Background: an optimization exercise with open tools, aiming at a short achievable clock period and few clock cycles. Do not read the settings as production practice.
Function was checked by simulation only, so behaviour that the tests miss may differ from the original.
No activity file was given, so power comes from the tool's default toggle rates.

[flow/design.v]
`default_nettype none
module synchronizer #(
    parameter int FF_COUNT = 3
) (
    input  logic clk,
    input  logic reset_n,
    input  logic in,
    output logic out,
    output logic out_copy    
);
    reg [FF_COUNT-1:0] pipe;
    reg                last_copy;
    always_ff @(posedge clk, negedge reset_n) begin
        if (!reset_n) begin
            pipe <= '0;
            last_copy <= 1'b0;
        end else begin
            pipe <= {pipe[FF_COUNT-2:0], in};
            last_copy <= pipe[FF_COUNT-2];
        end
    end
    assign out = pipe[FF_COUNT-1];
    assign out_copy = last_copy;
endmodule
`default_nettype none
module spi_receiver (
    input  logic clk_i,     
    input  logic rst_ni,    
    input  logic spi_sclk_i,
    input  logic spi_mosi_i,
    output logic spi_miso_o,
    input  logic spi_cs_i,
    input  logic [7:0] data_i,  
    output logic [7:0] data_o,  
    output logic       stb_o    
);    
    logic spi_mosi_sync;
    synchronizer  #(
        .FF_COUNT(2)
    ) synchronizer_spi_mosi (
        .clk        (clk_i),
        .reset_n    (rst_ni),
        .in         (spi_mosi_i),
        .out        (spi_mosi_sync)
    );
    logic spi_cs_sync;
    synchronizer  #(
        .FF_COUNT(2)
    ) synchronizer_spi_cs (
        .clk        (clk_i),
        .reset_n    (rst_ni),
        .in         (spi_cs_i),
        .out        (spi_cs_sync)
    );
    logic spi_sclk_sync;
    synchronizer  #(
        .FF_COUNT(2)
    ) synchronizer_spi_sclk (
        .clk        (clk_i),
        .reset_n    (rst_ni),
        .in         (spi_sclk_i),
        .out        (spi_sclk_sync)
    );
    logic spi_sclk_delayed;
    always_ff @(posedge clk_i) begin
        spi_sclk_delayed <= spi_sclk_sync;
    end
    logic spi_sclk_falling, spi_sclk_rising;
    assign spi_sclk_rising = !spi_sclk_delayed && spi_sclk_sync;
    assign spi_sclk_falling = spi_sclk_delayed && !spi_sclk_sync;
    logic [2:0] spi_cnt;
    always_ff @(posedge clk_i, negedge rst_ni) begin
        if (!rst_ni) begin
            spi_cnt  <= 3'd0;
            data_o <= '0;
            spi_miso_o <= 1'b0;
        end else begin
            stb_o <= 1'b0;
            if (!spi_cs_sync && spi_sclk_falling) begin
                data_o <= {data_o[6:0], spi_mosi_sync};
                spi_cnt <= spi_cnt + 1;
                if (spi_cnt == 7) begin
                    stb_o <= 1'b1;
                end
            end
            if (!spi_cs_sync && spi_sclk_rising) begin
                spi_miso_o <= data_i[7-spi_cnt];
            end
        end
    end
endmodule
`default_nettype none
module latch_mem #(
    parameter NUM_BITS = 8,
    parameter NUM_WORDS = 64,
    parameter ADDR_BITS = $clog2(NUM_WORDS)
) (
    input  wire                          clk_i,
    input  wire [ADDR_BITS-1:0]          addr_i,
    input  wire [NUM_BITS-1:0]           data_i,
    input  wire                          we_i,
    output wire [NUM_WORDS*NUM_BITS-1:0] mem_o
);
    reg [NUM_BITS-1:0] RAM [NUM_WORDS];
    always @(posedge clk_i) begin
        if (we_i) begin
            RAM[addr_i] <= data_i;
        end
    end
    genvar i;
    generate
        for (i = 0; i < NUM_WORDS; i++) begin : g_out
            assign mem_o[i*NUM_BITS +: NUM_BITS] = RAM[i];
        end
    endgenerate
endmodule
`default_nettype none
module cpu (
    input  logic         clk_i,
    input  logic         hold_i,
    input  logic [703:0] mem_i,
    output logic         we_o,
    output logic [5:0]   waddr_o,
    output logic [7:0]   wdata_o,
    input  logic [7:0]   port0_i,
    input  logic         port1_i,
    input  logic [7:0]   port2_i,
    output logic [2:0]   out_stb_o,      
    output logic [23:0]  out_data_o      
);
    localparam int W = 11;
    logic [7:0]  mw [64];
    logic [10:0] mword [64];
    genvar gi;
    generate
        for (gi = 0; gi < 64; gi++) begin : g_mw
            assign mword[gi] = mem_i[gi*W +: W];
            assign mw[gi]    = mem_i[gi*W +: 8];
        end
    endgenerate
    function automatic logic [15:0] rot16(input logic [15:0] v);
        rot16 = {v[14:0], v[15]};
    endfunction
    function automatic logic [63:0] lane_sel(input logic [15:0] l, input logic [3:0] o);
        logic later;
        for (int j = 0; j < 4; j++) begin
            later = 1'b0;
            for (int m = j + 1; m < 4; m++) later = later | o[m];
            lane_sel[j*16 +: 16] = later ? rot16(l) : l;
        end
    endfunction
    function automatic logic [73:0] fa_of(input logic [5:0] a);
        fa_of = {a, 4'd1 << a[1:0], lane_sel(16'd1 << a[5:2], 4'd1 << a[1:0])};
    endfunction
    localparam int C_PORTIN = 0,  C_INC = 1,  C_DEC = 2,  C_DBL = 3,
                   C_HALF   = 4,  C_LDI = 5,  C_TWOS = 6, C_LOAD = 7,
                   C_AND    = 8,  C_OR  = 9,  C_NOT = 10, C_XOR = 11,
                   C_MOV    = 12, C_ADD = 13, C_SHL = 14, C_SHR = 15;
    function automatic logic [15:0] classes(input logic [7:0] i);
        classes = '0;
        classes[C_PORTIN] = i == 8'h02;
        classes[C_INC]    = i[7:2] == 6'b0000_01;
        classes[C_DEC]    = i[7:2] == 6'b0000_10;
        classes[C_DBL]    = i[7:2] == 6'b0001_00;
        classes[C_HALF]   = i[7:2] == 6'b0001_01;
        classes[C_LDI]    = i[7:2] == 6'b0001_10;
        classes[C_TWOS]   = i[7:2] == 6'b0001_11;
        classes[C_LOAD]   = i[7:4] == 4'b0011;
        classes[C_AND]    = i[7:4] == 4'b0100;
        classes[C_OR]     = i[7:4] == 4'b0101;
        classes[C_NOT]    = i[7:4] == 4'b0110;
        classes[C_XOR]    = i[7:4] == 4'b0111;
        classes[C_MOV]    = i[7:4] == 4'b1000;
        classes[C_ADD]    = i[7:4] == 4'b1001;
        classes[C_SHL]    = i[7:4] == 4'b1010;
        classes[C_SHR]    = i[7:4] == 4'b1011;
    endfunction
    function automatic logic [7:0] port_read(input logic [7:0] p);
        case (p)
            8'h00:   port_read = port0_i;
            8'h01:   port_read = {7'b0, port1_i};
            8'h02:   port_read = port2_i;
            default: port_read = 8'h00;
        endcase
    endfunction
    logic [7:0]  regs [4];
    logic        e_valid;    
    logic [7:0]  e_instr;
    logic [7:0]  e_imm;
    logic [15:0] e_cls;      
    logic [3:0]  e_we;       
    logic        e_yv;       
    logic [15:0] e_ycls;
    logic [3:0]  e_ywe;
    logic [3:0]  e_yrr;      
    logic [5:0]  e_yaddr;    
    logic        e_if;       
    logic [1:0]  e_ifop;     
    logic [3:0]  e_ifrr;     
    logic        e_xc;       
    logic        e_ifj;      
    logic [73:0] e_fall;     
    logic [73:0] fa;         
    logic        pend;       
    logic [73:0] pend_fa;
    logic [7:0] e_ia, e_ib, e_ya, e_yb;
    assign e_ia = regs[e_ifrr[1:0]];
    assign e_ib = regs[e_ifrr[3:2]];
    assign e_ya = regs[e_yrr[1:0]];
    assign e_yb = regs[e_yrr[3:2]];
    logic cond;
    always_comb begin
        case (e_ifop)
            2'b00: cond = e_ia == e_ib;
            2'b01: cond = e_ia != e_ib;
            2'b10: cond = e_ia >= e_ib;
            2'b11: cond = e_ia <  e_ib;
        endcase
    end
    logic if_false, x_kill, skip_next, misp;
    assign if_false  = e_if && !cond;
    assign x_kill    = if_false && e_xc;         
    assign skip_next = if_false && !e_xc;        
    assign misp      = if_false && e_ifj;        
    logic       xv, ex;
    logic [7:0] ra, rb;
    assign xv = e_valid && !x_kill;
    assign ex = xv && !hold_i;      
    assign ra = regs[e_instr[1:0]];
    assign rb = regs[e_instr[3:2]];
    logic op_jump, op_portout, op_store;
    assign op_jump    = e_instr[7:2] == 6'b0000_11;
    assign op_portout = e_instr == 8'h03;
    assign op_store   = e_instr[7:4] == 4'b0010;
    logic redirect;
    assign redirect = e_valid && op_jump;
    assign we_o    = ex && op_store;
    assign waddr_o = ra[5:0];
    assign wdata_o = rb;
    logic [2:0] e_pstb;      
    assign e_pstb[0] = e_valid && !hold_i && op_portout && e_imm == 8'h00;
    assign e_pstb[1] = e_valid && !hold_i && op_portout && e_imm == 8'h01;
    assign e_pstb[2] = e_valid && !hold_i && op_portout && e_imm == 8'h02;
    logic [3:0] e_ldh, e_ldm, e_ldb;     
    assign e_ldh = 4'd1 << rb[5:4];
    assign e_ldm = 4'd1 << rb[3:2];
    assign e_ldb = 4'd1 << rb[1:0];
    logic [7:0] ld;
    always_comb begin
        ld = '0;
        for (int j = 0; j < 4; j++) begin
            logic [7:0] lb;
            lb = '0;
            for (int l = 0; l < 16; l++) lb = lb | (mw[4*l + j] & {8{e_ldh[l/4] && e_ldm[l%4]}});
            ld = ld | (lb & {8{e_ldb[j]}});
        end
    end
    logic [7:0] val [16];
    assign val[C_PORTIN] = port_read(e_imm);
    assign val[C_INC]    = ra + 8'd1;
    assign val[C_DEC]    = ra - 8'd1;
    assign val[C_DBL]    = ra << 1;
    assign val[C_HALF]   = ra >> 1;
    assign val[C_LDI]    = e_imm;
    assign val[C_TWOS]   = (~ra) + 8'd1;
    assign val[C_LOAD]   = ld;
    assign val[C_AND]    = ra & rb;
    assign val[C_OR]     = ra | rb;
    assign val[C_NOT]    = ~rb;
    assign val[C_XOR]    = ra ^ rb;
    assign val[C_MOV]    = rb;
    assign val[C_ADD]    = ra + rb;
    assign val[C_SHL]    = ra << rb;
    assign val[C_SHR]    = ra >> rb;
    localparam logic [15:0] LATE = (16'd1 << C_INC) | (16'd1 << C_DEC) | (16'd1 << C_TWOS)
                                 | (16'd1 << C_ADD) | (16'd1 << C_SHL) | (16'd1 << C_SHR);
    logic [7:0] res_early, res_late, res;
    always_comb begin
        res_early = '0;
        res_late  = '0;
        for (int c = 0; c < 16; c++) begin
            if (c == C_LOAD) begin
            end else if (LATE[c]) begin
                res_late  = res_late  | (val[c] & {8{e_cls[c]}});
            end else begin
                res_early = res_early | (val[c] & {8{e_cls[c]}});
            end
        end
        if (e_cls[C_LOAD])     res = ld;
        else if (|(e_cls & LATE)) res = res_late;
        else                   res = res_early;
    end
    logic [7:0] yval [16];
    assign yval[C_PORTIN] = 8'h00;
    assign yval[C_INC]    = e_ya + 8'd1;
    assign yval[C_DEC]    = e_ya - 8'd1;
    assign yval[C_DBL]    = e_ya << 1;
    assign yval[C_HALF]   = e_ya >> 1;
    assign yval[C_LDI]    = 8'h00;
    assign yval[C_TWOS]   = (~e_ya) + 8'd1;
    assign yval[C_LOAD]   = 8'h00;
    assign yval[C_AND]    = e_ya & e_yb;
    assign yval[C_OR]     = e_ya | e_yb;
    assign yval[C_NOT]    = ~e_yb;
    assign yval[C_XOR]    = e_ya ^ e_yb;
    assign yval[C_MOV]    = e_yb;
    assign yval[C_ADD]    = e_ya + e_yb;
    assign yval[C_SHL]    = e_ya << e_yb;
    assign yval[C_SHR]    = e_ya >> e_yb;
    logic [7:0] res_y;
    always_comb begin
        res_y = '0;
        for (int c = 0; c < 16; c++) res_y = res_y | (yval[c] & {8{e_ycls[c]}});
    end
    logic [5:0]  f_bin;
    logic [3:0]  f_off;
    logic [63:0] f_lsel;
    assign {f_bin, f_off, f_lsel} = fa;
    logic [10:0] lane [4];
    always_comb begin
        for (int j = 0; j < 4; j++) begin
            lane[j] = '0;
            for (int l = 0; l < 16; l++) begin
                lane[j] = lane[j] | (mword[4*l + j] & {W{f_lsel[j*16 + l]}});
            end
        end
    end
    logic [10:0] b [4];
    always_comb begin
        for (int k = 0; k < 4; k++) begin
            b[k] = '0;
            for (int j = 0; j < 4; j++) begin
                b[k] = b[k] | (lane[(j + k) % 4] & {W{f_off[j]}});
            end
        end
    end
    logic       fs_fx, fs_ifp, fs_ifb0, fs_xp, fs_xb0, fs_xc, fs_ifj, fs_jmp0, fs_yp;
    logic       fh_fx, fh_ifp, fh_ifb0, fh_xp, fh_xb0, fh_xc, fh_ifj, fh_jmp0, fh_yp;
    logic [7:0] fs_ifw, fs_xw, fs_ximm, fh_ifw, fh_xw, fh_ximm, fs_yw, fh_yw;
    logic [6:0] fs_sel, fh_sel;
    fstep fstep_inst (
        .b0_i (b[0]), .b1_i (b[1]), .b2_i (b[2]), .b3_i (b[3]), .ldi_only_i (1'b0),
        .fx_o (fs_fx), .if_p_o (fs_ifp), .if_b0_o (fs_ifb0), .if_w_o (fs_ifw),
        .x_p_o (fs_xp), .x_b0_o (fs_xb0), .x_w_o (fs_xw), .x_imm_o (fs_ximm),
        .xc_o (fs_xc), .ifj_o (fs_ifj), .jmp0_o (fs_jmp0), .sel_o (fs_sel),
        .y_p_o (fs_yp), .y_w_o (fs_yw)
    );
    fstep fstep_hold_inst (
        .b0_i (mword[0]), .b1_i (mword[1]), .b2_i (mword[2]), .b3_i (mword[3]), .ldi_only_i (1'b1),
        .fx_o (fh_fx), .if_p_o (fh_ifp), .if_b0_o (fh_ifb0), .if_w_o (fh_ifw),
        .x_p_o (fh_xp), .x_b0_o (fh_xb0), .x_w_o (fh_xw), .x_imm_o (fh_ximm),
        .xc_o (fh_xc), .ifj_o (fh_ifj), .jmp0_o (fh_jmp0), .sel_o (fh_sel),
        .y_p_o (fh_yp), .y_w_o (fh_yw)
    );
    logic f_ldi, f_pin, f_pout;
    assign f_ldi  = fs_fx && b[0][4];
    assign f_pin  = fs_fx && !b[0][4] && !b[0][0];
    assign f_pout = fs_fx && !b[0][4] && b[0][0];
    logic [2:0] f_port;      
    assign f_port[0] = f_pout && b[1][7:0] == 8'h00;
    assign f_port[1] = f_pout && b[1][7:0] == 8'h01;
    assign f_port[2] = f_pout && b[1][7:0] == 8'h02;
    logic pconf;
    assign pconf = |(f_port & e_pstb) || (f_port[0] && e_pstb[1]);
    logic [15:0] cur_line;
    assign cur_line = f_lsel[48 +: 16];    
    logic [73:0] seq [4];     
    always_comb begin
        for (int k = 1; k <= 4; k++) begin
            logic [3:0]  o;
            logic        carry;
            logic [15:0] l;
            o     = 4'((({f_off, f_off} << k) >> 4));
            carry = 1'b0;
            for (int m = 4 - k; m < 4; m++) carry = carry | f_off[m];
            l     = carry ? rot16(cur_line) : cur_line;
            seq[k-1] = {6'(f_bin + 6'(k)), o, lane_sel(l, o)};
        end
    end
    logic [73:0] n_fa_f;
    always_comb begin
        n_fa_f = '0;
        for (int k = 1; k <= 4; k++) n_fa_f = n_fa_f | (seq[k-1] & {74{fs_sel[k-1]}});
        for (int k = 1; k <= 3; k++) n_fa_f = n_fa_f | (fa_of(b[k][5:0]) & {74{fs_sel[3+k]}});
    end
    logic [73:0] h_fa;
    always_comb begin
        h_fa = '0;
        for (int k = 1; k <= 4; k++) h_fa = h_fa | (fa_of(6'(k)) & {74{fh_sel[k-1]}});
        for (int k = 1; k <= 3; k++) h_fa = h_fa | (fa_of(mw[k][5:0]) & {74{fh_sel[3+k]}});
    end
    logic haz;
    assign haz = e_valid && op_store && (6'(ra[5:0] - f_bin) < 6'd4);
    logic ysm;
    assign ysm = e_valid && op_store && e_yv && ra[5:0] == e_yaddr;
    logic ovr;
    logic [73:0] ovr_fa, n_fa;
    always_comb begin
        ovr = redirect || ysm || pend || haz || pconf;
        if (redirect)      ovr_fa = fa_of(ra[5:0]);
        else if (ysm)      ovr_fa = fa_of(e_yaddr);
        else if (pend)     ovr_fa = pend_fa;
        else               ovr_fa = fa_of(f_bin);
        n_fa = ovr ? ovr_fa : n_fa_f;
    end
    logic       take;            
    logic       n_xv, n_if, n_xc, n_ifj, n_yv;
    logic [7:0] n_xw, n_ximm, n_ifw, n_yw;
    logic [3:0] l_hit;           
    logic       l_on;            
    logic [7:0] l_val;
    assign take = !(redirect || ysm || pend || haz || pconf || misp);
    assign l_on = !skip_next;
    always_comb begin
        n_xv   = take && fs_xp && !(skip_next && fs_xb0);
        n_if   = take && fs_ifp && !(skip_next && fs_ifb0);
        n_xc   = fs_xc;
        n_ifj  = take && fs_ifj && !skip_next;
        n_xw   = fs_xw;
        n_ximm = fs_ximm;
        n_ifw  = fs_ifw;
        n_yv   = take && fs_yp;
        n_yw   = fs_yw;
        l_hit  = (take && f_ldi) ? 4'd1 << b[0][1:0] : (take && f_pin) ? 4'd1 : 4'd0;
        l_val  = f_pin ? port_read(b[1][7:0]) : b[1][7:0];
    end
    logic [15:0] n_cls, n_ycls;
    logic [3:0]  n_we, n_ywe;
    logic [5:0]  n_yaddr;
    always_comb begin
        n_cls  = classes(n_xw);
        n_we   = (n_xv && |n_cls) ? 4'd1 << (n_cls[C_PORTIN] ? 2'd0 : n_xw[1:0]) : 4'd0;
        n_ycls = classes(n_yw);
        n_ywe  = n_yv ? 4'd1 << n_yw[1:0] : 4'd0;
        n_yaddr = fs_fx ? seq[2][73:68] : seq[0][73:68];
    end
    logic [3:0] e_hit, y_hit;
    logic [7:0] nv_old [4];
    always_comb begin
        for (int r = 0; r < 4; r++) begin
            e_hit[r]  = e_we[r] && !x_kill;
            y_hit[r]  = e_ywe[r] && !ysm;
            nv_old[r] = regs[r];
        end
    end
    logic [7:0] nv_reg [4];
    always_comb begin
        for (int r = 0; r < 4; r++) begin
            if (l_hit[r] && l_on) nv_reg[r] = l_val;
            else if (y_hit[r])    nv_reg[r] = res_y;
            else if (e_hit[r])    nv_reg[r] = res;
            else                  nv_reg[r] = nv_old[r];
        end
    end
    logic [7:0] r0_e;
    assign r0_e = y_hit[0] ? res_y : e_hit[0] ? res : regs[0];
    always_comb begin
        for (int p = 0; p < 3; p++) begin
            out_stb_o[p] = e_pstb[p] || (f_port[p] && take && l_on && !hold_i);
            out_data_o[8*p +: 8] = e_pstb[p] ? regs[0] : r0_e;
        end
    end
    logic [7:0]  h_reg [4];      
    logic [15:0] h_cls, h_ycls;
    always_comb begin
        for (int r = 0; r < 4; r++) h_reg[r] = (fh_fx && mw[0][1:0] == 2'(r)) ? mw[1] : 8'h00;
        h_cls  = classes(fh_xw);
        h_ycls = classes(fh_yw);
    end
    logic        hold_d;
    logic [7:0]  hs_reg [4];
    logic        hs_xv, hs_if, hs_xc, hs_ifj, hs_yv;
    logic [7:0]  hs_xw, hs_ximm;
    logic [1:0]  hs_ifop;
    logic [3:0]  hs_ifrr, hs_yrr;
    logic [15:0] hs_cls, hs_ycls;
    logic [3:0]  hs_we, hs_ywe;
    logic [5:0]  hs_yaddr;
    logic [73:0] hs_fa;
    always_ff @(posedge clk_i) begin
        hold_d   <= hold_i;
        for (int r = 0; r < 4; r++) hs_reg[r] <= h_reg[r];
        hs_xv    <= fh_xp;
        hs_if    <= fh_ifp;
        hs_xc    <= fh_xc;
        hs_ifj   <= fh_ifj;
        hs_yv    <= fh_yp;
        hs_xw    <= fh_xw;
        hs_ximm  <= fh_ximm;
        hs_ifop  <= fh_ifw[5:4];
        hs_cls   <= h_cls;
        hs_ycls  <= h_ycls;
        hs_we    <= (fh_xp && |h_cls) ? 4'd1 << (h_cls[C_PORTIN] ? 2'd0 : fh_xw[1:0]) : 4'd0;
        hs_ywe   <= fh_yp ? 4'd1 << fh_yw[1:0] : 4'd0;
        hs_yaddr <= fh_fx ? 6'd3 : 6'd1;
        hs_ifrr  <= fh_ifw[3:0];
        hs_yrr   <= fh_yw[3:0];
        hs_fa    <= h_fa;
    end
    always_ff @(posedge clk_i) begin
        if (hold_i) begin
            for (int r = 0; r < 4; r++) regs[r] <= hold_d ? hs_reg[r] : 8'h00;
            e_valid <= hs_xv && hold_d;
            e_instr <= hs_xw;
            e_imm   <= hs_ximm;
            e_cls   <= hs_cls;
            e_we    <= hold_d ? hs_we : 4'd0;
            e_yv    <= hs_yv && hold_d;
            e_ycls  <= hs_ycls;
            e_ywe   <= hold_d ? hs_ywe : 4'd0;
            e_yrr   <= hs_yrr;
            e_yaddr <= hs_yaddr;
            e_if    <= hs_if && hold_d;
            e_ifop  <= hs_ifop;
            e_ifrr  <= hs_ifrr;
            e_xc    <= hs_xc;
            e_ifj   <= hs_ifj && hold_d;
            e_fall  <= fa_of(6'd3);
            fa      <= hold_d ? hs_fa : fa_of(6'd0);
            pend    <= 1'b0;
        end else begin
            for (int r = 0; r < 4; r++) regs[r] <= nv_reg[r];
            e_valid <= n_xv;
            e_instr <= n_xw;
            e_imm   <= n_ximm;
            e_cls   <= n_cls;
            e_we    <= n_we;
            e_yv    <= n_yv;
            e_ycls  <= n_ycls;
            e_ywe   <= n_ywe;
            e_yrr   <= n_yw[3:0];
            e_yaddr <= n_yaddr;
            e_if    <= n_if;
            e_ifop  <= n_ifw[5:4];
            e_ifrr  <= n_ifw[3:0];
            e_xc    <= n_xc;
            e_ifj   <= n_ifj;
            e_fall  <= seq[2];
            fa      <= n_fa;
            pend    <= misp || (skip_next && fs_jmp0 && take);
            pend_fa <= e_ifj ? e_fall : seq[1];
        end
    end
endmodule
module fstep (
    input  logic [10:0] b0_i,
    input  logic [10:0] b1_i,
    input  logic [10:0] b2_i,
    input  logic [10:0] b3_i,
    input  logic        ldi_only_i,
    output logic        fx_o,        
    output logic        if_p_o,      
    output logic        if_b0_o,     
    output logic [7:0]  if_w_o,      
    output logic        x_p_o,       
    output logic        x_b0_o,      
    output logic [7:0]  x_w_o,       
    output logic [7:0]  x_imm_o,     
    output logic        xc_o,        
    output logic        ifj_o,       
    output logic        jmp0_o,      
    output logic [6:0]  sel_o,
    output logic        y_p_o,       
    output logic [7:0]  y_w_o        
);
    function automatic logic one(input logic [10:0] w);      
        one = !w[9] && !w[8];
    endfunction
    function automatic logic isif(input logic [10:0] w);
        isif = w[7:6] == 2'b11;
    endfunction
    function automatic logic store(input logic [10:0] w);
        store = w[7:4] == 4'b0010;
    endfunction
    function automatic logic fuse(input logic [10:0] w);
        fuse = one(w) && !isif(w) && w[7:2] != 6'b0000_11;
    endfunction
    function automatic logic pair(input logic [10:0] x, input logic [10:0] y);
        logic xw;
        xw   = x[10] || x[7:4] == 4'b0011;
        pair = y[10] && (xw || store(x))
            && !(xw && (x[1:0] == y[1:0] || x[1:0] == y[3:2]));
    endfunction
    logic f_x;
    assign f_x  = b0_i[8] && (!ldi_only_i || b0_i[4]);
    assign fx_o = f_x;
    always_comb begin
        if_p_o  = 1'b0;
        if_b0_o = 1'b0;
        if_w_o  = b0_i[7:0];
        x_p_o   = 1'b0;
        x_b0_o  = 1'b0;
        x_w_o   = b0_i[7:0];
        x_imm_o = b1_i[7:0];
        xc_o    = 1'b0;
        ifj_o   = 1'b0;
        jmp0_o  = 1'b0;
        sel_o   = '0;
        y_p_o   = 1'b0;
        y_w_o   = b1_i[7:0];
        if (f_x) begin
            if_w_o  = b2_i[7:0];
            x_w_o   = b2_i[7:0];
            x_imm_o = b3_i[7:0];
            if (b2_i[9]) begin
                sel_o[6] = 1'b1;                         
            end else if (b2_i[8]) begin
                x_p_o    = 1'b1;                         
                sel_o[3] = 1'b1;
            end else if (isif(b2_i) && fuse(b3_i)) begin
                if_p_o   = 1'b1;                         
                x_p_o    = 1'b1;
                x_w_o    = b3_i[7:0];
                xc_o     = 1'b1;
                sel_o[3] = 1'b1;
            end else if (isif(b2_i)) begin
                if_p_o   = 1'b1;                         
                sel_o[2] = 1'b1;
            end else if (pair(b2_i, b3_i)) begin
                x_p_o    = 1'b1;                         
                y_p_o    = 1'b1;
                y_w_o    = b3_i[7:0];
                sel_o[3] = 1'b1;
            end else begin
                x_p_o    = 1'b1;                         
                sel_o[2] = 1'b1;
            end
        end else if (b0_i[9]) begin
            jmp0_o   = 1'b1;                             
            sel_o[4] = 1'b1;
        end else if (b0_i[8]) begin
            x_p_o    = 1'b1;                             
            x_b0_o   = 1'b1;                             
            sel_o[1] = 1'b1;
        end else if (isif(b0_i)) begin
            if_b0_o = 1'b1;
            if (fuse(b1_i)) begin
                if_p_o  = 1'b1;                          
                x_p_o   = 1'b1;
                x_w_o   = b1_i[7:0];
                x_imm_o = b2_i[7:0];
                xc_o    = 1'b1;
                if (b2_i[9] && !store(b1_i)) sel_o[6] = 1'b1;    
                else                         sel_o[1] = 1'b1;
            end else if (b1_i[9]) begin
                if_p_o   = 1'b1;                         
                ifj_o    = 1'b1;
                sel_o[5] = 1'b1;
            end else begin
                if_p_o   = 1'b1;                         
                sel_o[0] = 1'b1;
            end
        end else begin
            x_p_o  = 1'b1;                               
            x_b0_o = 1'b1;
            if (pair(b0_i, b1_i)) begin
                y_p_o = 1'b1;                            
                if (b2_i[9] && !store(b0_i)) sel_o[6] = 1'b1;    
                else                         sel_o[1] = 1'b1;
            end else if (b1_i[9] && !store(b0_i)) begin
                sel_o[5] = 1'b1;                         
            end else begin
                sel_o[0] = 1'b1;
            end
        end
    end
endmodule
`default_nettype none
module dig_ctrl (
    input  logic clk_i,
    input  logic rst_ni,
    input  logic spi_sclk_i,
    input  logic spi_mosi_i,
    output logic spi_miso_o,
    input  logic spi_cs_i,
    input  logic mode_i,
    input  logic [7:0]  port_i,
    output logic [7:0]  port_o,
    input  logic        port_ms_i,
    output logic [7:0]  port_ms_o,
    input  logic       debug_i,
    output logic [1:0] debug_o
);
    logic [7:0] spi_data_i;
    logic [7:0] spi_data_o;
    logic       spi_stb_o;
    spi_receiver spi_receiver_inst (
        .clk_i          (clk_i),
        .rst_ni         (rst_ni),
        .spi_sclk_i     (spi_sclk_i),
        .spi_mosi_i     (spi_mosi_i),
        .spi_miso_o     (spi_miso_o),
        .spi_cs_i       (spi_cs_i),
        .data_i         (spi_data_i),
        .data_o         (spi_data_o),
        .stb_o          (spi_stb_o)
    );
    logic mode_sync, mode_sync_dbg;
    synchronizer #(
        .FF_COUNT (2)
    ) synchronizer_mode_i_inst (
        .clk        (clk_i),
        .reset_n    (rst_ni),
        .in         (mode_i),
        .out        (mode_sync),
        .out_copy   (mode_sync_dbg)
    );
    logic       mode_d;
    logic [5:0] spi_addr;
    always_ff @(posedge clk_i, negedge rst_ni) begin
        if (!rst_ni) begin
            mode_d <= 1'b0;
            spi_addr <= '0;
        end else begin
            mode_d <= mode_sync;
            if (mode_sync) begin
                if (spi_stb_o) begin
                    spi_addr <= spi_addr + 1;
                end
            end
            if (!mode_d && mode_sync) begin
                spi_addr <= '0;
            end
        end
    end
    logic [1:0] boot;
    always_ff @(posedge clk_i, negedge rst_ni) begin
        if (!rst_ni) begin
            boot <= '0;
        end else begin
            boot <= {boot[0], 1'b1};
        end
    end
    function automatic logic [10:0] mem_word(input logic [7:0] d);
        mem_word = {(d[7:4] >= 4'b0100 && d[7:4] <= 4'b1011)
                        || d[7:3] == 5'b0000_0 && d[2] != d[3]
                        || d[7:4] == 4'b0001 && d[3:2] != 2'b10,
                    d == 8'h01,
                    d == 8'h02 || d == 8'h03 || d[7:2] == 6'b0001_10,
                    d};
    endfunction
    logic         cpu_we;
    logic [5:0]   cpu_waddr;
    logic [7:0]   cpu_wdata;
    logic [703:0] mem;
    latch_mem #(
        .NUM_BITS  (11),
        .NUM_WORDS (64)
    ) latch_mem_inst (
        .clk_i      (clk_i),
        .addr_i     (mode_sync ? spi_addr : cpu_waddr),
        .data_i     (mem_word(mode_sync ? spi_data_o : cpu_wdata)),
        .we_i       (mode_sync ? spi_stb_o : cpu_we),
        .mem_o      (mem)
    );
    logic port_ms_sync_i, port_ms_sync_dbg;
    synchronizer #(
        .FF_COUNT (2)
    ) synchronizer_port_ms_i_inst (
        .clk        (clk_i),
        .reset_n    (rst_ni),
        .in         (port_ms_i),
        .out        (port_ms_sync_i),
        .out_copy   (port_ms_sync_dbg)
    );
    logic [7:0] port_sync_i;
    synchronizer #(
        .FF_COUNT (2)
    ) synchronizer_port_i_inst[7:0] (
        .clk        (clk_i),
        .reset_n    (rst_ni),
        .in         (port_i),
        .out        (port_sync_i)
    );
    logic [2:0]  out_stb;
    logic [23:0] out_data;
    cpu cpu_inst (
        .clk_i      (clk_i),
        .hold_i     (mode_sync || !boot[1]),
        .mem_i      (mem),
        .we_o       (cpu_we),
        .waddr_o    (cpu_waddr),
        .wdata_o    (cpu_wdata),
        .port0_i    (port_sync_i),
        .port1_i    (port_ms_sync_i),
        .port2_i    (spi_data_o),
        .out_stb_o  (out_stb),
        .out_data_o (out_data)
    );
    always_ff @(posedge clk_i, negedge rst_ni) begin
        if (!rst_ni) begin
            port_o      <= '0;
            port_ms_o   <= '0;
            spi_data_i  <= '0;
        end else begin
            if (out_stb[0]) port_o     <= out_data[7:0];    
            if (out_stb[1]) port_ms_o  <= out_data[15:8];   
            if (out_stb[2]) spi_data_i <= out_data[23:16];  
        end
    end
    assign debug_o = {mode_sync_dbg, port_ms_sync_dbg};
endmodule
`default_nettype none
module dig_ctrl_top (
    input  logic [7:0] ui_in,     
    output logic [7:0] uo_out,    
    input  logic [7:0] uio_in,    
    output logic [7:0] uio_out,   
    output logic [7:0] uio_oe,    
    input  logic       ena,       
    input  logic       clk,       
    input  logic       rst_n,      
    input  logic       port_ms_i,
    output logic [7:0] port_ms_o
);
    logic rst_n_sync;
    assign rst_n_sync = rst_n;
    logic spi_sclk;
    logic spi_mosi;
    logic spi_miso;
    logic spi_cs;
    logic mode;
    logic debug_i;
    logic [1:0] debug_o;
    dig_ctrl #(
    ) dig_ctrl_inst (
        .clk_i          (clk),
        .rst_ni         (rst_n_sync),
        .spi_sclk_i     (spi_sclk),
        .spi_mosi_i     (spi_mosi),
        .spi_miso_o     (spi_miso),
        .spi_cs_i       (spi_cs),
        .mode_i         (mode),
        .port_i         (ui_in),
        .port_o         (uo_out),
        .port_ms_i      (port_ms_i),
        .port_ms_o      (port_ms_o),
        .debug_i        (debug_i),
        .debug_o        (debug_o)
    );
    assign spi_cs     = uio_in[0];  assign uio_oe[0] = 1'b0; assign uio_out[0] = 1'b0;
    assign spi_mosi   = uio_in[1];  assign uio_oe[1] = 1'b0; assign uio_out[1] = 1'b0;
    assign uio_out[2] = spi_miso;   assign uio_oe[2] = 1'b1;
    assign spi_sclk   = uio_in[3];  assign uio_oe[3] = 1'b0; assign uio_out[3] = 1'b0;
    assign mode = uio_in[4]; assign uio_out[4] = 1'b0; assign uio_oe[4] = 1'b0;  
    assign debug_i = uio_in[5]; assign uio_out[5] = 1'b0; assign uio_oe[5] = 1'b0;  
    assign uio_out[6] = debug_o[0]; assign uio_oe[6] = 1'b1;  
    assign uio_out[7] = debug_o[1]; assign uio_oe[7] = 1'b1;  
endmodule
[flow/flow/run.sh]
#!/bin/bash
set -euo pipefail
export SETUP_SLACK_MARGIN=7
bash standard.sh > standard.log 2>&1
[flow/standard.sh]
#!/bin/bash
# synth_recipe.tcl (not shown) runs the flow's synth.tcl, then flattens the netlist and writes it again
# the make line also repeats each setting of config.mk as NAME=value (left out here)
make -C /OpenROAD-flow-scripts/flow DESIGN_CONFIG=/design/flow/config.mk WORK_HOME=/design/flow/orfs CLKGATE_MAP_FILE= SYNTH_SCRIPT=/design/flow/synth_recipe.tcl "${@:-finish}"
[flow/config.mk]
export PLATFORM = sky130hd
export DESIGN_NAME = dig_ctrl_top
export DESIGN_NICKNAME = dig_ctrl_top
export VERILOG_FILES = /design/flow/design.v
export SDC_FILE = /design/flow/constraint.sdc
export NUM_CORES = 4
export LEC_CHECK = 0
export ABC_CLOCK_PERIOD_IN_PS = 2000
export CAP_MARGIN = 20
export CORE_MARGIN = 2
export CORE_UTILIZATION = 40
export SLEW_MARGIN = 20
[flow/constraint.sdc]
create_clock -name core_clock -period 10.0 [get_ports {clk}]
set_input_delay 2.0000 -clock core_clock [delete_from_list [all_inputs] [get_ports {clk}]]
set_output_delay 2.0000 -clock core_clock [all_outputs]
set_load 0.01 [all_outputs]
==> notes.md, run 1 <==
The tree built by TritonCTS fans out to 1281 sinks. The H-tree level count is 4. CTS placed an instance of sky130_fd_sc_hd__clkbuf_16 at the clock tree root. The least setup slack across all paths after layout came out at 5205 ps. The floorplan die area came out at 179700 um2.

The final hold violation count is 0. The area of the core is 175700 um2. Among all flip-flop cells after synthesis, the most frequent one is sky130_fd_sc_hd__edfxtp_1. The maximum clock path buffer count came out at 3. Dividing the detail-routed via count by the number of cells gives 7.098.

The worst-case setup slack after placement is 3351 ps. Traced cell by cell, the critical path runs through buf_6, buf_12, buf_6, mux4_2, buf_12, buf_12, buf_6, nor4_4, bufbuf_16, buf_12, a22o_1, a221oi_1, nand4_1, o311a_4, o21ai_4, o21ai_4, mux2i_1, o31ai_2. TritonCTS built the clock tree. The clock skew is 57.27 ps. The signal arrival time at the worst endpoint came out at 5360 ps. The detailed-router iteration count before antenna repair came out at 10. The clock-pin slew of the registers on the worst-case setup and hold paths is 60 ps. The count of final setup violators came out at 0.

The worst setup path is captured at a register. The final weighted congestion in routability-driven placement is 1.050. The later pin in the worst-skew pair is clocked with a latency of 900 ps. The sequential share of the synthesized area came out at 48.34%. The final layout net count came out at 8361.

Relative to the synthesized area, the layout overhead comes to 42.40%. Max-cap violations in this run came to 0. The worst-path maximum fanout came out at 8. The number of primary I/O pins is 52.

On the critical path, the stage with the largest delay is an instance of sky130_fd_sc_hd__nand4_1. The total internal power came out at 0.01983 W. The number of antenna violations at the first check in global routing came to 36. The mean instance size in the synthesized netlist is 9.547 um2.

For this block, the initial DRC count from the detailed router was 13910. Setup repair after global routing could not meet its margin everywhere. The register with the most flip-flops in the layout has 704 of them.

The fraction of final layout cells with drive strength greater than 1 is 34.19%. Net switching is 50.33% of the power. The global route total overflow came out at 0. The share of synthesized flip-flops with an asynchronous set or reset came out at 5.543%. The maximum clock rate is 0.2085 GHz. The count of port buffers added during placement is 33.

The combined buffer and inverter count along the critical path came out at 8. The number of max-slew violations in the final report came out at 0. For this run, the number of Yosys warnings is 30. The leakage power figure is 35.88 nW. The ratio of final minimum period to clock period came out at 47.95%. The cell family contributing the most delay on the critical path is compound AO/OA/AOI/OAI gates.

The most numerous cell type found on the critical path is sky130_fd_sc_hd__buf_12. The overall via count from detail_route came out at 76301. The cell area reported after detailed placement is 74310 um2. The share of total power dissipated in sequential elements is 18.7%.

After detailed routing, the number of remaining DRC violations is 0. Once the floorplan was initialized, standard cells occupied 40.14% of the core. The sum of net half-perimeters after detailed placement came out at 273200 um.

The number of buffers created by CTS came out at 146. The initialized floorplan defines 154 standard-cell rows. The final period demand of the worst path came out at 4795 ps. The analysis attributes to net switching a power of 0.02010 W. The register containing the most flip-flops in the final layout is dig_ctrl_inst.latch_mem_inst.RAM. The number of fillers in the final layout is 14510. The final instance area is 100400 um2.

Synthesis produced a netlist whose cell count is 7388. After clock tree synthesis, the flow added hold-fix buffers numbering 0. Global routing consumed, over all layers together, 46.80% of the routing resources. The tightest hold margin came out at 348.0 ps. The flow ran to the end and the layout has no timing, DRC or antenna violations. The end-of-flow core utilization is 57.16%. Measured against its own limit, the worst slew margin works out to 24.08%.

The global-route wire length before repair came out at 582400 um. Per report_power, the clock group accounts for 14.5% of the total. The worst supply voltage drop on vdd came out at 0.0002680 V. The die width is 423.9 um. Yosys mapped a number of flops with a built-in enable equal to 809.

The total wire length is 444900 um. The power per unit of standard cell area came out at 397.5 nW/um2. The worst stage delay on the critical path came out at 710 ps. At the pin with the least slew margin, the transition time is 1139 ps. The data required time of the worst path is 10560 ps.

The critical path is of the register to register type. The count of distinct cell types in the synthesized netlist came out at 105. The register bit total from synthesis is 1281. The remaining antenna violation count after routing is 0.

The post-detailed-route wirelength per cell came out at 41.39 um. The startpoint kind of the worst setup timing path is a register. The overall die height came out at 423.9 um. The number of global-route vias before repair is 68545. Adding up every negative setup slack in the final design gives 0 ps. The class of the tightest hold or removal check is register to register. The combined area of all synthesized cells is 70530 um2. The relative contribution of combinational cells to total power came out at 66.8%. The largest net degree at the start of global routing came out at 115.
power by group through the flow:
stage	Clock [W]	Sequential, W	Combinational [W]
after global routing	0.00595	0.00745	0.0266
after detailed placement	0	0.00758	0.0155
after global placement	0	0.00756	0.0155
after floorplan	0	0.00685	0.00924
after CTS	0.00574	0.00737	0.0224
final	0.00577	0.00746	0.0267
per-stage QoR:
step	std cells	total power [W]
after floorplan	7400	0.01609
after global placement	9337	0.02303
after detailed placement	9339	0.02306
after CTS	10461	0.03555
after global routing	10732	0.03998
final	10749	0.03993
cell families after synthesis:
family / after synthesis / synth area share (%)
buf+inv: 803 / 4.591
mux: 232 / 4.311
other cells: 2 / 0.01065
fa+ha+maj: 70 / 1.263
xor+xnor: 93 / 1.155
compound gates: 2495 / 24.90
flops: 1281 / 48.34
simple gates: 2412 / 15.43
synthesized netlist by cell type, drive strengths merged (97+ instances only):
cell type | instances | area share (%)
nand2 | 884 | 4.7
edfxtp | 809 | 34
nor2 | 740 | 3.9
o21ai | 516 | 3.7
clkbuf | 493 | 2.6
a21oi | 409 | 2.9
dfxtp | 401 | 11
a221oi | 292 | 3.7
a22oi | 292 | 3.2
a22o | 249 | 3.1
buf | 181 | 1.3
nand3 | 168 | 1.2
mux2i | 129 | 1.8
nor3 | 124 | 0.88
inv | 123 | 0.65
a31oi | 114 | 1.0
nand4 | 105 | 0.95
o22ai | 97 | 0.88
final timing paths:
| check | start | endpoint | slack (ps) | cells past startpoint |
|---|---|---|---|---|
| worst max-delay path | dig_ctrl_inst.cpu_inst.e_instr[3] | dig_ctrl_inst.cpu_inst.regs[1][5] | 5200 | 18 |
| worst min-delay path | dig_ctrl_inst.synchronizer_port_i_inst[3].pipe[0] | dig_ctrl_inst.synchronizer_port_i_inst[3].pipe[1] | 350 | 0 |
| worst max register to register | dig_ctrl_inst.cpu_inst.e_instr[3] | dig_ctrl_inst.cpu_inst.regs[1][5] | 5200 | 18 |
| worst min register to register | dig_ctrl_inst.synchronizer_port_i_inst[3].pipe[0] | dig_ctrl_inst.synchronizer_port_i_inst[3].pipe[1] | 350 | 0 |
| max in group asynchronous | rst_n | dig_ctrl_inst.synchronizer_mode_i_inst.pipe[1] | 7990 | 2 |
| min in group asynchronous | rst_n | dig_ctrl_inst.port_ms_o[3] | 960 | 1 |
final cells by class:
cell class / instances / area (um2) / area share (%)
sequential: 1281 / 34350 / 34.20
clock buffer: 192 / 4098 / 4.080
multi-input combinational: 5324 / 40830 / 40.66
timing repair buffer: 1389 / 16680 / 16.61
antenna: 20 / 50.05 / 0.04983
clock inverter: 74 / 940.9 / 0.9368
inverter: 129 / 549.3 / 0.5469
tap: 2340 / 2928 / 2.915
routing by layer:
layer | wire (um) | vias up | track usage [%]
li1 | - | 30198 | -
met3 | 67780 | 2145 | 19.25
met2 | 177200 | 7112 | 65.97
met5 | 569 | - | 0.1613
met1 | 153300 | 36810 | 56.90
met4 | 46030 | 36 | 34.96
repair_timing:
action	in CTS	in global routing
setup endpoints to repair	1548	1278
gates cloned	75	27
buffers inserted	781	241
gates resized for setup	1462	640
pin swaps	377	305
placed cells by master (no fill, tap or decap), drive strengths merged, types with 29 or more instances in the layout:
cell / count
clkinv: 49
ha: 68
nand3: 168
and3: 48
dfxtp: 401
buf: 1321
nand4: 105
dfrtp: 71
o21ai: 516
o221ai: 96
mux2i: 129
o22ai: 97
nor4: 60
inv: 130
o31ai: 45
a21oi: 409
bufbuf: 29
nand2: 887
edfxtp: 809
o211ai: 53
mux2: 51
a31oi: 114
nand2b: 42
nor2: 740
nor3: 124
clkbuf: 218
and2: 78
a211oi: 68
or2: 43
a22o: 249
a221oi: 292
a22oi: 292
mux4: 55
xnor2: 66
Testbench counts, summed over its fixed seeds: cycles 22,065.
==> inputs of run 2 (changes only) <==
--- a/flow/design.v
+++ b/flow/design.v
@@ -815,5 +815,7 @@
 );
     logic rst_n_sync;
-    assign rst_n_sync = rst_n;
+    always_ff @(negedge clk) begin
+        rst_n_sync <= rst_n;
+    end
     logic spi_sclk;
     logic spi_mosi;
==> run 2 against run 1 <==
Design area rose by 0.19%. Worst setup slack got worse by 1500 ps. Critical path type is now input pin to register. Synthesized cell count rose by 2.1%. Now fails the layout checks on max-capacitance violations, max-slew violations. Combinational power fell by 9.7%. Count of clock-buffer cells in the layout fell by 6. Largest power group unchanged. Critical path depth fell by 17.
==> notes.md, run 2 <==
The final weighted congestion in routability-driven placement is 1.032. The sequential share of the synthesized area is 47.53%. The maximum clock path buffer count is 3. At the pin with the least slew margin, the transition time is 1822 ps.

The clock skew is 49.07 ps. STA classifies the critical path startpoint as an input pin. The detailed-router iteration count before antenna repair is 10. The filler cells instantiated in the layout total 14775. The global-route wire length before repair is 572200 um. The global route total overflow came out at 0. The biggest area contributor in the post-synthesis netlist is sky130_fd_sc_hd__edfxtp_1. The launch point of the worst reg-to-reg path is rst_n_sync. Counting every sink on the clock net gives 1282. The final layout net count is 8408. The total wire length is 440200 um.

The overall via count from detail_route is 77784. The flow ran to the end, but the layout failed its checks. The root buffer selected by CTS is sky130_fd_sc_hd__clkbuf_16. The reasons given for failing layout checks are max-capacitance violations, max-slew violations. Relative to the synthesized area, the layout overhead comes to 40.17%.

The flip-flop cell with the highest count after synthesis is sky130_fd_sc_hd__edfxtp_1. The die width came out at 427.6 um. The worst setup path is captured at a register. The number of primary I/O pins came out at 52.

The class of the tightest hold or removal check is register to register. TritonCTS built the clock tree. The tool flagged a number of max-cap violations equal to 1. The signal on the critical path passes through buf_6. The region available for standard cell placement spans 178400 um2. The count of distinct cell types in the synthesized netlist is 125. The share of synthesized flip-flops with an asynchronous set or reset came out at 5.538%. The largest single stage delay on the critical path is 90 ps. The data required time of the worst path came out at 5740 ps. The number of hold-repair buffers added at the cts stage is 0. Once detail routing completed, the nets flagged for antenna violations numbered 0. Dividing the detail-routed wire length by the instance count gives 40.66 um. In this run the worst path has a maximum fanout of 1. dig_ctrl_inst.latch_mem_inst.RAM holds more flip-flops than any other register. For this design, the slowest cell found on the critical path is sky130_fd_sc_hd__buf_6. Clock-pin slew was measured on the worst setup and hold paths at 50 ps.

The sum of net half-perimeters after detailed placement is 261700 um. The design draws 0.03719 W. The initialized floorplan defines 155 standard-cell rows.

The largest net degree at the start of global routing came out at 84. The overall die height came out at 427.6 um. The register bit total from synthesis came out at 1282. The number of design-rule violations left by the first detailed-router iteration came out at 14137.

The count of final setup violators is 0. The average via count per standard cell came out at 7.185. The kind of cell adding the most delay to the critical path is buffers and inverters. The combined area of all synthesized cells came out at 71790 um2. The number of flip-flops under the largest register name is 704.

The leakage power figure is 35.92 nW. The final hold violation count is 0. The max-slew headroom at the worst pin is -21.91%.

In the synthesized netlist, the cells that appear most often are sky130_fd_sc_hd__nand2_1 (856), sky130_fd_sc_hd__edfxtp_1 (809), sky130_fd_sc_hd__nor2_1 (703). After routing, the total negative slack on setup checks comes to 0 ps. The H-tree level count came out at 4. The combined buffer and inverter count along the critical path is 1. In the post-synthesis netlist, the cell with the most instances is sky130_fd_sc_hd__nand2_1.

The floorplan die area came out at 182900 um2. The number of flops mapped to enable cells by yosys is 809. The number of warning messages in the yosys log came out at 31. The mean instance size in the synthesized netlist is 9.513 um2.

The count of port buffers added during placement came out at 33. The number of max-slew violations in the final report is 3. The number of antenna violations at the first check in global routing is 52. The worst-skew pair later-pin latency came out at 880 ps.

The fraction of final layout cells with drive strength greater than 1 is 32.27%. The number of buffers created by CTS came out at 147. The signal arrival time at the worst endpoint is 2090 ps. The post-route DRC violation count is 0. The number of global-route vias before repair came out at 69000.

The critical path starts at rst_n. The effective utilization at floorplan came out at 40.23%. Counting every instance in the synthesized netlist gives 7546. The proportion of netlist area held by the largest area contributor is 33.84%.

The worst supply voltage drop on vdd came out at 0.0002902 V. The library cells used most frequently in the layout, excluding fill and tap cells, are sky130_fd_sc_hd__edfxtp_1 (809), sky130_fd_sc_hd__nand2_1 (789), sky130_fd_sc_hd__buf_4 (609). The critical path in this run is classified as input pin to register. Setup repair after global routing could not meet its margin everywhere.

In the post-synthesis netlist, the biggest area contributors are sky130_fd_sc_hd__edfxtp_1 (34%), sky130_fd_sc_hd__dfxtp_1 (11%), sky130_fd_sc_hd__nand2_1 (4.5%), sky130_fd_sc_hd__o21ai_0 (3.9%), sky130_fd_sc_hd__nor2_1 (3.7%). Power spread over the standard cell area amounts to 369.5 nW/um2. In the global route stage, overall resource usage came out at 44.96%. The most common cell after layout, fill and taps aside is sky130_fd_sc_hd__edfxtp_1.
[run 2: report_power, final]
group	leakage (nW)	internal [W]	switching [W]
clock	2.44	0.00328	0.00249
combinational	21.8	0.00874	0.0153
sequential	11.7	0.00659	0.000767
total	35.9	0.0186	0.0186
[run 2: worst paths after layout]
path	endpoint	slack [ps]	depth (start not counted)
min in group asynchronous	dig_ctrl_inst.synchronizer_mode_i_inst.pipe[1]	5360	3
max in group asynchronous	dig_ctrl_inst.spi_data_i[3]	4330	5
min	register	350	0
max	rst_n_sync	3660	1
max reg2reg	dig_ctrl_inst.spi_receiver_inst.stb_o	4280	1
min reg2reg	register	350	0
[run 2: layout make-up]
class / instances / area (um2) / area share (%)
Antenna cell: 30 / 75.07 / 0.07460
Clock buffer: 186 / 3991 / 3.966
Multi-Input combinational cell: 5450 / 41160 / 40.90
Sequential cell: 1282 / 34310 / 34.09
Timing Repair Buffer: 1314 / 16610 / 16.50
Inverter: 122 / 504.2 / 0.5011
Clock inverter: 87 / 1036 / 1.030
Tap cell: 2355 / 2947 / 2.928
[run 2: repair_timing]
item | in CTS | in global routing
pin swaps | 397 | 394
gates cloned | 84 | 36
gates resized for setup | 1293 | 654
setup buffers | 688 | 250
setup endpoints to repair | 1734 | 1365
[run 2: metal layers]
metal,up-vias,track usage [%],wire [um]
met5,-,0.3125,483
met4,50,34.90,46070
met3,2333,19.63,69410
met2,7368,62.36,173200
met1,37500,54.35,151100
li1,30533,-,-
[run 2: cell families (layout without fill, tap and decap cells)]
| kind of cell | after synthesis | in the layout | share of synthesized area [%] |
|---|---|---|---|
| multiplexers | 245 | 246 | 4.394 |
| AO/OA/AOI/OAI | 2650 | 2650 | 25.60 |
| other | 2 | 44 | 0.01046 |
| flip-flops | 1282 | 1282 | 47.53 |
| AND/OR/NAND/NOR | 2376 | 2385 | 15.28 |
| XOR/XNOR | 85 | 85 | 1.037 |
| buffers and inverters | 836 | 1709 | 4.912 |
| adder cells (fa/ha/maj) | 70 | 70 | 1.241 |
[run 2: stage by stage]
step                      setup WS, ps  area (um2)  instances  hold slack [ps]  util, %
after floorplan                   2898       74040       7558            331.2        -
after global placement            2477       75570       9466            334.7    42.36
after detailed placement          2484       75570       9466            334.7    42.36
after CTS                         3655       94540      10510            347.1    52.98
after global routing              3661      100600      10804            356.7    56.37
final                             3659      100600      10826            345.7    56.40
Testbench counts of run 2, summed over its fixed seeds: cycles 22,065.
==> inputs of run 3 (changes only) <==
==> flow/run.sh (new file) <==
#!/bin/bash
# synth_recipe.tcl (not shown) runs the flow's synth.tcl, then flattens the netlist and writes it again
# the make line also repeats each setting of config.mk as NAME=value (left out here)
make -C /OpenROAD-flow-scripts/flow DESIGN_CONFIG=/design/flow/config.mk WORK_HOME=/design/flow/orfs CLKGATE_MAP_FILE= SYNTH_SCRIPT=/design/flow/synth_recipe.tcl finish
--- a/flow/config.mk
+++ b/flow/config.mk
@@ -7,6 +7,7 @@
 export LEC_CHECK = 0
 export ABC_CLOCK_PERIOD_IN_PS = 2000
-export CAP_MARGIN = 20
+export CAP_MARGIN = 30
 export CORE_MARGIN = 2
 export CORE_UTILIZATION = 40
-export SLEW_MARGIN = 20
+export SETUP_SLACK_MARGIN = 5
+export SLEW_MARGIN = 30
removed: flow/flow/run.sh
removed: flow/standard.sh
==> run 3 against run 2 <==
Now clean on timing, DRC and antenna. Sequential share of layout area grew 7.6 points. Routed wire length decreased by 17%. Count of clock-buffer cells in the layout down 7. Core utilization is 10 points lower. First-iteration DRC count is 13% lower. Combinational power down 34%. Worst setup slack worse by 9.9 ps.
==> notes.md, run 3 <==
The power per unit of standard cell area is 350.4 nW/um2. The worst setup path is launched from an input pin. Setup repair after global routing could not meet its margin everywhere. The number of max-slew violations in the final report is 0.

The largest total area in the synthesized netlist belongs to sky130_fd_sc_hd__edfxtp_1. The synthesized design contains 1282 register bits. The H-tree level count came out at 4. The worst stage delay on the critical path is 90 ps. In this run, CTS created clock tree buffers numbering 142. Walking the worst path, the cells encountered are buf_6. After routing the design area is 81970 um2. The pre-antenna-repair detailed-routing pass consisted of 7 iterations. The number of primary I/O pins is 52. The sum of net half-perimeters after detailed placement is 252400 um. After detailed routing, the total wire length is 366500 um. The number of flops mapped to enable cells by yosys is 809. The sequential share of the synthesized area is 47.53%.

Sorting the synthesized cells by how often they occur yields sky130_fd_sc_hd__nand2_1 (856), sky130_fd_sc_hd__edfxtp_1 (809), sky130_fd_sc_hd__nor2_1 (703). Across all layers, the routed design uses 69392 vias. The die width is 427.6 um. The worst-path maximum fanout came out at 1. The effective utilization at floorplan is 40.23%. Entering global routing, the biggest net connects 132 pins.

The register containing the most flip-flops in the final layout is dig_ctrl_inst.latch_mem_inst.RAM. The remaining antenna violation count after routing came out at 0. Setup violations remaining at the end of the flow were counted as 0. Across all register-to-register paths, the minimum setup slack is 4260 ps. The worst setup path is captured at a register. The data required time of the worst path is 5740 ps. Leaving out fill and tap cells, the most frequent cells in the layout are sky130_fd_sc_hd__nand2_1 (849), sky130_fd_sc_hd__edfxtp_1 (809), sky130_fd_sc_hd__nor2_1 (645).

The number of global-route vias before repair came to 63042. The floorplan has 155 rows. The worst-skew pair later-pin latency is 870 ps. The mean instance size in the synthesized netlist is 9.513 um2. The terminus of the critical flop-to-flop path is dig_ctrl_inst.port_ms_o[1]. Synthesis handed over a netlist of 7546 instances.

The library cell contributing the largest single delay on the critical path is sky130_fd_sc_hd__buf_6. The clock sink count is 1282. The number of flip-flops under the largest register name came out at 704. The post-route DRC violation count is 0. The maximum clock path buffer count is 3. In this run the cell area measured after placement is 74500 um2.

The post-detailed-route wirelength per cell came out at 37.00 um. Leaving out fill and tap cells, the most frequent cell in the layout is sky130_fd_sc_hd__nand2_1. The average via count per standard cell came out at 7.006. For this run, the total global-route usage over all layers was measured as 38.75%. From synthesis to final layout, the design area changed by 14.19%. The CTS tree is built. The setup path with the least slack is of type input pin to register. For this run, the leading register cell type out of synthesis is sky130_fd_sc_hd__edfxtp_1. The clock-pin slew of the registers on the worst-case setup and hold paths is 60 ps.

The first global-routing pass estimated 501000 um of wire. The tree is rooted in a sky130_fd_sc_hd__clkbuf_16. The fraction of final layout cells with drive strength greater than 1 came out at 14.32%.

The class of the tightest hold or removal check is register to register. The number of cell instances on the worst register-to-register path is 5. Together, buffers and inverters on the worst path number 1. The final hold violation count is 0.

The flow ran to the end and the layout has no timing, DRC or antenna violations. Summed over all layers, the global routing overflow is 0. The max-slew headroom at the worst pin came out at 23.79%.

The reported max-cap violation count came out at 0. The most instantiated library cell after synthesis is sky130_fd_sc_hd__nand2_1. The number of fillers in the final layout came out at 16739. The detailed router finished its first iteration with 12293 violations. The leakage power figure came out at 28.00 nW. The number of hold-repair buffers added at the cts stage is 0.

Input and output buffers added on the ports amount to 33. The final sum of negative setup slack is 0 ps. The worst hold path was traced through 0 stages. The share of synthesized flip-flops with an asynchronous set or reset came out at 5.538%.

By area the synthesized netlist is led by sky130_fd_sc_hd__edfxtp_1 (34%), sky130_fd_sc_hd__dfxtp_1 (11%), sky130_fd_sc_hd__nand2_1 (4.5%), sky130_fd_sc_hd__o21ai_0 (3.9%), sky130_fd_sc_hd__nor2_1 (3.7%). STA puts the critical path data arrival time at 2090 ps. The hold-critical path endpoint is dig_ctrl_inst.synchronizer_port_i_inst[2].pipe[1]. After the last flow step, the layout net total stands at 7507. The floorplan die area is 182900 um2. The number of warning messages in the yosys log is 31. The number of antenna violations at the first check in global routing is 20. The transition at the pin with the smallest max-transition slack came out at 1131 ps. The count of distinct cell types in the synthesized netlist came out at 125.

The final weighted congestion in routability-driven placement is 1.049. The share of synthesized area in the top cell type comes to 33.84%. Grouping stages by cell kind, the critical path spends the most delay in buffers and inverters. The launch point of the worst reg-to-reg path is rst_n_sync.

After floorplanning, the core was sized to cover 178400 um2. From bottom edge to top edge, the die measures 427.6 um. The worst supply voltage drop on vdd is 0.0002274 V.

The clock skew is 64.18 ps. The combined area of all synthesized cells came out at 71790 um2. The startpoint identified for the worst hold timing path is dig_ctrl_inst.synchronizer_port_i_inst[2].pipe[0].
## run 3: cell counts after synthesis
Identical to the previous run, type by type.
## run 3: where the power goes
| group | leakage (nW) | internal, W | total [W] | switching [W] |
|---|---|---|---|---|
| clock network | 2.36 | 0.00307 | 0.00547 | 0.00240 |
| logic | 13.9 | 0.00441 | 0.0159 | 0.0115 |
| registers | 11.7 | 0.00659 | 0.00738 | 0.000781 |
| total | 28.0 | 0.0141 | 0.0287 | 0.0147 |
## run 3: worst max-delay path by stage
stage | start | to | slack (ps) | depth (start not counted)
after floorplan | rst_n | rst_n_sync | 2900 | 0
after global placement | rst_n | rst_n_sync | 2480 | 1
after detailed placement | rst_n | rst_n_sync | 2480 | 1
after CTS | rst_n | rst_n_sync | 3650 | 1
after global routing | rst_n | rst_n_sync | 3670 | 1
final | rst_n | rst_n_sync | 3650 | 1
## run 3: layout make-up
| class | instances | area [um2] | area share (%) |
|---|---|---|---|
| clock buffers | 179 | 3890 | 4.746 |
| inverters | 122 | 465.4 | 0.5678 |
| flip-flops and latches | 1282 | 34190 | 41.71 |
| clock inverters | 84 | 960.9 | 1.172 |
| repair buffers | 426 | 3891 | 4.747 |
| well taps | 2355 | 2947 | 3.595 |
| diodes | 14 | 35.03 | 0.04274 |
| multi-input cells | 5442 | 35600 | 43.42 |
## run 3: kinds of logic (layout without fill, tap and decap cells)
group | count (synthesis) | after routing | synth area share (%)
AOI/OAI and AO/OA | 2650 | 2650 | 25.60
and+or+nand+nor | 2376 | 2377 | 15.28
DFF | 1282 | 1282 | 47.53
buffers and inverters | 836 | 811 | 4.912
muxes | 245 | 246 | 4.394
xor gates and xnor gates | 85 | 85 | 1.037
adders and majority gates | 70 | 70 | 1.241
other | 2 | 28 | 0.01046
## run 3: metrics by stage
step | instances | util [%] | total power, W | hold WS, ps | setup slack (ps)
4_1_cts | 9860 | 45.52 | 0.02743 | 334.3 | 3646
5_1_grt | 9895 | 45.93 | 0.02920 | 348.9 | 3673
2_1_floorplan | 7558 | - | 0.01541 | 331.2 | 2898
6_report | 9904 | 45.94 | 0.02872 | 337.6 | 3649
3_5_place_dp | 9496 | 41.76 | 0.02149 | 336.5 | 2478
3_3_place_gp | 9496 | 41.71 | 0.02144 | 332.4 | 2483
## run 3: repair_timing
| action | CTS | global route |
|---|---|---|
| gates cloned | 12 | 1 |
| endpoints found under the setup margin | 519 | 604 |
| resized for setup | 160 | 103 |
| setup buffers | 90 | 28 |
| pin swaps | 48 | 18 |
## run 3: per-layer routing
metal	GRT usage (%)	up-vias	share of wire (%)
met2	55.18	5775	41
li1	-	28625	-
met4	21.95	24	7.0
met3	15.13	1251	15
met1	49.96	33717	37
met5	0	-	0.052

static timing again, ports no longer ideal:
In the flow no input, the clock included, has a driving cell. The finished layout below was timed again as built, in two steps.
Step 1 assumes that a clkbuf_16 drives the clock port and a buf_2 every other input.
Step 2 moves the port delays by t, midway between the first and last clock arrival at a register: inputs arrive t later, outputs are due t later. That takes back most of the time a late clock gives input paths.
a / b / c = ideal ports / drivers / drivers and shift; a / b = the first two.
run: run 1
shift t [ns]: 0.961
slack for setup (ns): 5.205 / 5.205 / 5.205
worst setup path after step 2: register to register
After both steps run 1 still meets setup and hold. The setup slack of run 1 moves by 0.000 ns with the drivers and by 0.000 ns with both steps.
